Background: an optimization exercise with open tools, aiming at a short achievable clock period and few clock cycles. Do not read the settings as production practice. In this exercise RTL edits were held to simulation tests only and were not proved equivalent to the original.

Setup of red:
// CPU
module CPU (
   input  [15:0] DATA_I,
   output [15:0] DATA_O,
   output [15:0] ADDR,
   output        RD,
   output        WR,
   input         CLK,
   input         RST
   );
==> flow/config.mk <==
export PLATFORM = sky130hd
export DESIGN_NAME = CPU
export DESIGN_NICKNAME = CPU
export VERILOG_FILES = /design/flow/design.v
export SDC_FILE = /design/flow/constraint.sdc
export NUM_CORES = 4
export LEC_CHECK = 0
export CAP_MARGIN = 20
export CORE_MARGIN = 2
export CORE_UTILIZATION = 40
export SLEW_MARGIN = 20
==> flow/constraint.sdc <==
create_clock -name core_clock -period 14.0 [get_ports {CLK}]
set_input_delay 2.8000 -clock core_clock [delete_from_list [all_inputs] [get_ports {CLK}]]
set_output_delay 2.8000 -clock core_clock [all_outputs]
set_load 0.01 [all_outputs]
standard.sh (not shown) runs the stock make flow with config.mk's settings and CLKGATE_MAP_FILE= SYNTH_SCRIPT=/design/flow/synth_recipe.tcl, a recipe that flattens the netlist after the stock synthesis.
==> flow/flow/run.sh <==
#!/bin/bash
# Standard ORFS layout (the standard.sh: its synthesis, floorplan, power
# grid, placement, CTS and routing), with three changes to how the timing
# repair works; the clock, the SDC and the design are the design's:
#  - the repair aims for a larger setup margin, so it sizes for speed;
#  - sizing may swap cells of different footprints;
#  - the port buffers are buf_4 cells instead of delay buffers.
set -euo pipefail
export SETUP_SLACK_MARGIN=${FLOW_SETUP_MARGIN:-11}
bash standard.sh MATCH_CELL_FOOTPRINT=0 \
  "BUFFER_PORTS_ARGS=-inputs -outputs -buffer_cell sky130_fd_sc_hd__buf_4" \
  finish > standard.log 2>&1
Testbench counts of red, summed over its fixed seeds: cycles 32,186.
### red -> blue
--- a/flow/design.v
+++ b/flow/design.v
@@ -143,13 +143,13 @@
    output [15:0] ADDR,
    output        RD,
    output        WR,
    input         CLK,
    input         RST
    );
-   localparam N  = 4;                 
+   localparam N  = 3;                 
    localparam NB = 4;                 
    localparam EW = 15 + 16 + 7 + 7 + 6 + 6 + 16 + 1 + 1 + 16 + 2;
    assign RD = 1'b1;
    reg [15:0] ADDR_R, DOUT_R;
    reg        WR_R;
    reg        PF;                     
@@ -297,50 +297,51 @@
         if (memop | redirect | fetch) ADDR_R <= addr_next;
         DOUT_R <= BBUS;
         WR_R   <= memop & I_ST;
      end
    always @(posedge CLK or negedge RST)
      if (!RST) begin
-        PF <= 1'b1; PL <= 1'b0; PLD <= 6'd0; DV <= 1'b0; LW <= 1'b0; LWD <= 6'd0;
-        FA <= 16'h0000; NXT <= 16'h0000;
-        D_PC1 <= 16'h0000; D_PR <= 1'b0; D_PT <= 1'b0; D_ALT <= 16'h0000; D_IX <= 2'd0;
+        PF <= 1'b1; PL <= 1'b0; DV <= 1'b0; LW <= 1'b0;
+        FA <= 16'h0000;
         QV <= 3'd0;
-        for (j = 0; j < N; j = j + 1) Q[j] <= {EW{1'b0}};
         RES <= 16'h0001; S <= 1'b0; C <= 1'b0; V <= 1'b0;
         for (k = 0; k < NB; k = k + 1) begin
-           BV[k] <= 1'b0; BTAG[k] <= 16'h0000; BTGT[k] <= 16'h0000; BPT[k] <= 1'b0;
+           BV[k] <= 1'b0;
         end
         BRP <= 2'd0;
      end else begin
         DV  <= PF & ~redirect;
         LW  <= PL;
-        LWD <= PLD;
         PL     <= memop & I_LD;
-        PLD    <= D0;
         if (memop) begin
            PF <= 1'b0;
         end else if (redirect) begin
            FA <= rtarget; PF <= 1'b1;
         end else if (fetch) begin
            FA <= succ; PF <= 1'b1;
         end else
            PF <= 1'b0;
-        if (PF) begin
-           NXT <= succ_new;
-           D_PC1 <= fa_inc; D_PR <= hit; D_PT <= hpt;
-           D_ALT <= hpt ? fa_2 : htgt; D_IX <= hix;
-        end
         QV <= qv_next;
-        for (j = 0; j < N; j = j + 1)
-           Q[j] <= tak[j] ? d_entry : shq[j];
         if (go & I_ALU) begin
            RES <= FOUT; S <= SOUT; C <= COUT; V <= VOUT;
         end
         if (go & I_BR & ~PR0) begin
-           BV[BRP] <= 1'b1; BTAG[BRP] <= P0 - 16'd1; BTGT[BRP] <= IMM;
-           BPT[BRP] <= cond; BRP <= BRP + 2'd1;
-        end else if (go & pbr)
-           BPT[IX0] <= cond;
-        else if (bad_head)
+           BV[BRP] <= 1'b1; BRP <= BRP + 2'd1;
+        end else if (bad_head)
            BV[IX0] <= 1'b0;
      end
+   always @(posedge CLK) begin
+      LWD <= PLD;
+      PLD <= D0;
+      if (PF) begin
+         NXT <= succ_new;
+         D_PC1 <= fa_inc; D_PR <= hit; D_PT <= hpt;
+         D_ALT <= hpt ? fa_2 : htgt; D_IX <= hix;
+      end
+      for (j = 0; j < N; j = j + 1)
+         Q[j] <= tak[j] ? d_entry : shq[j];
+      if (go & I_BR & ~PR0) begin
+         BTAG[BRP] <= P0 - 16'd1; BTGT[BRP] <= IMM; BPT[BRP] <= cond;
+      end else if (go & pbr)
+         BPT[IX0] <= cond;
+   end
 endmodule
==> comparison <==
Higher number of cells in the finished layout apart from fillers goes to red over blue.
Going from red to blue, layout sequential cell count lost about 13%, placed cell area lost about 16%.
Going from red to blue, the gate count of the mapped netlist was found to have gone down by about 33%.
Compared blue against red; fraction of area in clock buffers and inverters within noise.
Testbench counts of blue, summed over its fixed seeds: cycles 32,384.

---

CPU, a different RTL version from the one above (not shown whole).
Size: about 4000 cells after synthesis, roughly 640 flip-flops, roughly 52 I/O pins.
export LEC_CHECK = 0
export CAP_MARGIN = 20
export CORE_MARGIN = 2
export CORE_UTILIZATION = 40
export SLEW_MARGIN = 20
create_clock -name core_clock -period 14.0 [get_ports {CLK}]
Scripts as last shown in full above: flow/flow/run.sh
Testbench counts at the start, summed over its fixed seeds: cycles 32,384.
Next try:
--- a/flow/design.v
+++ b/flow/design.v
@@ -139,21 +139,21 @@
 endmodule
 module CPU (
    input  [15:0] DATA_I,
    output [15:0] DATA_O,
    output [15:0] ADDR,
    output        RD,
    output        WR,
    input         CLK,
    input         RST
    );
-   localparam N  = 3;                 
+   localparam N  = 4;                 
    localparam NB = 4;                 
    localparam EW = 15 + 16 + 7 + 7 + 6 + 6 + 16 + 1 + 1 + 16 + 2;
    assign RD = 1'b1;
    reg [15:0] ADDR_R, DOUT_R;
    reg        WR_R;
    reg        PF;                     
    reg        PL;                     
    reg [6:1]  PLD;                    
    reg        DV;                     
    reg        LW;                     
@@ -200,31 +200,30 @@
    wire        pbr      = PR0 & I_BR;            
    wire        need_imm = I_LDI | (I_BR & ~PR0);
    wire        imm_q    = (QV >= 3'd2);          
    wire        imm_ok   = imm_q | DV;
    wire [15:0] IMM      = imm_q ? W1 : DATA_I;
    wire        IMM_PR   = imm_q ? PR1 : D_PR;
    wire [15:0] IMM_P1   = imm_q ? P1 : D_PC1;
    wire [6:1]  pend     = ({6{PL}} & PLD) | ({6{LW}} & LWD);
    wire        hazard   = |((A0[6:1] | B0[6:1] | D0) & pend);
    wire        go       = HAVE & ~I_HALT & ~bad_head & ~hazard &
-                          (~need_imm | imm_ok) & ~(I_LDI & LW);
+                          (~need_imm | imm_ok);
    wire        halted   = HAVE & I_HALT & ~PR0;
    wire [15:0] ABUS, BBUS, XBUS, FOUT;
    wire        SOUT, COUT, VOUT;
-   wire        w1  = go & I_ALU;
-   wire [15:0] w1d = FOUT;
-   wire [6:1]  w2sel = LW ? LWD : ({6{go & I_LDI}} & D0);
-   wire [15:0] w2d = (LW | ~imm_q) ? DATA_I : W1;
+   wire        w1  = go & (I_ALU | (I_LDI & imm_q));
+   wire [15:0] w1d = I_LDI ? W1 : FOUT;
+   wire [6:1]  w2sel = LW ? LWD : ({6{go & I_LDI & ~imm_q}} & D0);
    REGFILE REGFILE1 (.CLK(CLK), .RST(RST),
                      .W1SEL({6{w1}} & D0), .W1DATA(w1d),
-                     .W2SEL(w2sel), .W2DATA(w2d),
+                     .W2SEL(w2sel), .W2DATA(DATA_I),
                      .ASEL(A0), .BSEL(B0), .PC(P0),
                      .XPSEL(XP0), .XNSEL(XN0), .XONES(XO0),
                      .ABUS(ABUS), .BBUS(BBUS), .XBUS(XBUS));
    ALU ALU1 (.A(ABUS), .B(BBUS), .X(XBUS), .FS(F0), .CIN(C),
              .R(FOUT), .S(SOUT), .C(COUT), .V(VOUT));
    reg cond;
    always @(*)
      case (IW[13:9])
        5'd20:   cond = 1'b1;
        5'd21:   cond = C;
@@ -282,53 +281,47 @@
    always @(*) begin
       hit = 1'b0; hpt = 1'b0; htgt = 16'h0000; hix = 2'd0;
       for (k = 0; k < NB; k = k + 1)
         if (BV[k] && BTAG[k] == FA) begin
            hit = 1'b1; hpt = hpt | BPT[k]; htgt = htgt | BTGT[k];
            hix = hix | k[1:0];
         end
    end
    wire [15:0] succ_new = ~hit ? fa_inc : hpt ? htgt : fa_2;
    wire [15:0] succ     = PF ? succ_new : NXT;
-   wire [15:0] addr_next = memop ? ABUS : redirect ? rtarget : succ;
-   always @(posedge CLK)
-     if (!RST) begin
-        ADDR_R <= 16'h0000; DOUT_R <= 16'h0000; WR_R <= 1'b0;
-     end else begin
-        if (memop | redirect | fetch) ADDR_R <= addr_next;
-        DOUT_R <= BBUS;
-        WR_R   <= memop & I_ST;
-     end
    always @(posedge CLK or negedge RST)
      if (!RST) begin
+        ADDR_R <= 16'h0000; DOUT_R <= 16'h0000; WR_R <= 1'b0;
         PF <= 1'b1; PL <= 1'b0; PLD <= 6'd0; DV <= 1'b0; LW <= 1'b0; LWD <= 6'd0;
         FA <= 16'h0000; NXT <= 16'h0000;
         D_PC1 <= 16'h0000; D_PR <= 1'b0; D_PT <= 1'b0; D_ALT <= 16'h0000; D_IX <= 2'd0;
         QV <= 3'd0;
         for (j = 0; j < N; j = j + 1) Q[j] <= {EW{1'b0}};
         RES <= 16'h0001; S <= 1'b0; C <= 1'b0; V <= 1'b0;
         for (k = 0; k < NB; k = k + 1) begin
            BV[k] <= 1'b0; BTAG[k] <= 16'h0000; BTGT[k] <= 16'h0000; BPT[k] <= 1'b0;
         end
         BRP <= 2'd0;
      end else begin
         DV  <= PF & ~redirect;
         LW  <= PL;
         LWD <= PLD;
+        DOUT_R <= BBUS;
+        WR_R   <= memop & I_ST;
         PL     <= memop & I_LD;
         PLD    <= D0;
         if (memop) begin
-           PF <= 1'b0;
+           ADDR_R <= ABUS; PF <= 1'b0;
         end else if (redirect) begin
-           FA <= rtarget; PF <= 1'b1;
+           ADDR_R <= rtarget; FA <= rtarget; PF <= 1'b1;
         end else if (fetch) begin
-           FA <= succ; PF <= 1'b1;
+           ADDR_R <= succ; FA <= succ; PF <= 1'b1;
         end else
            PF <= 1'b0;
         if (PF) begin
            NXT <= succ_new;
            D_PC1 <= fa_inc; D_PR <= hit; D_PT <= hpt;
            D_ALT <= hpt ? fa_2 : htgt; D_IX <= hix;
         end
         QV <= qv_next;
         for (j = 0; j < N; j = j + 1)
            Q[j] <= tak[j] ? d_entry : shq[j];
After rerunning:
- final area rises by roughly a tenth
- setup slack gets worse by 0.097 ns
- area after synthesis went up by about a fifth
- worst hold slack improved by 0.0096 ns
- die area rose by about a fifth
- global-route usage decreases by 2.2 points
- sequential share of layout area increases by 1.4 points
- final cell count went up by about a fifth
- fmax drops by a few percent
Testbench counts after the change, summed over its fixed seeds: cycles 32,186.

## port drivers added, routing unchanged
How much do the figures lean on ideal ports? The routed layouts below were timed once more, with nothing changed but the port constraints.
Step 1, drivers: a clkbuf_16 drives CLK and a buf_2 each remaining input, both assumed.
Step 2, shift: input delay + t, output delay - t, t = (earliest + latest rising clock arrival at the registers) / 2. This alone moves slack from input paths to output paths.
Three values: ideal ports, drivers, drivers and shift; two values: the first two.
run	shift t [ns]	setup slack, ns	clock arrival spread, ns
red	0.744	9.913 / 9.913 / 9.733	0.045 / 0.045
blue	0.716	9.935 / 9.935 / 9.859	0.042 / 0.042
the first run of note 2	0.725	10.057 / 10.015 / 9.473	0.034 / 0.034
the second run of note 2	0.712	9.960 / 9.890 / 9.802	0.042 / 0.041
After both steps setup and hold are still met in every run listed. For the first run of note 2, which loses most, drivers alone change the setup slack by -0.042 ns; drivers and shift together by -0.584 ns.
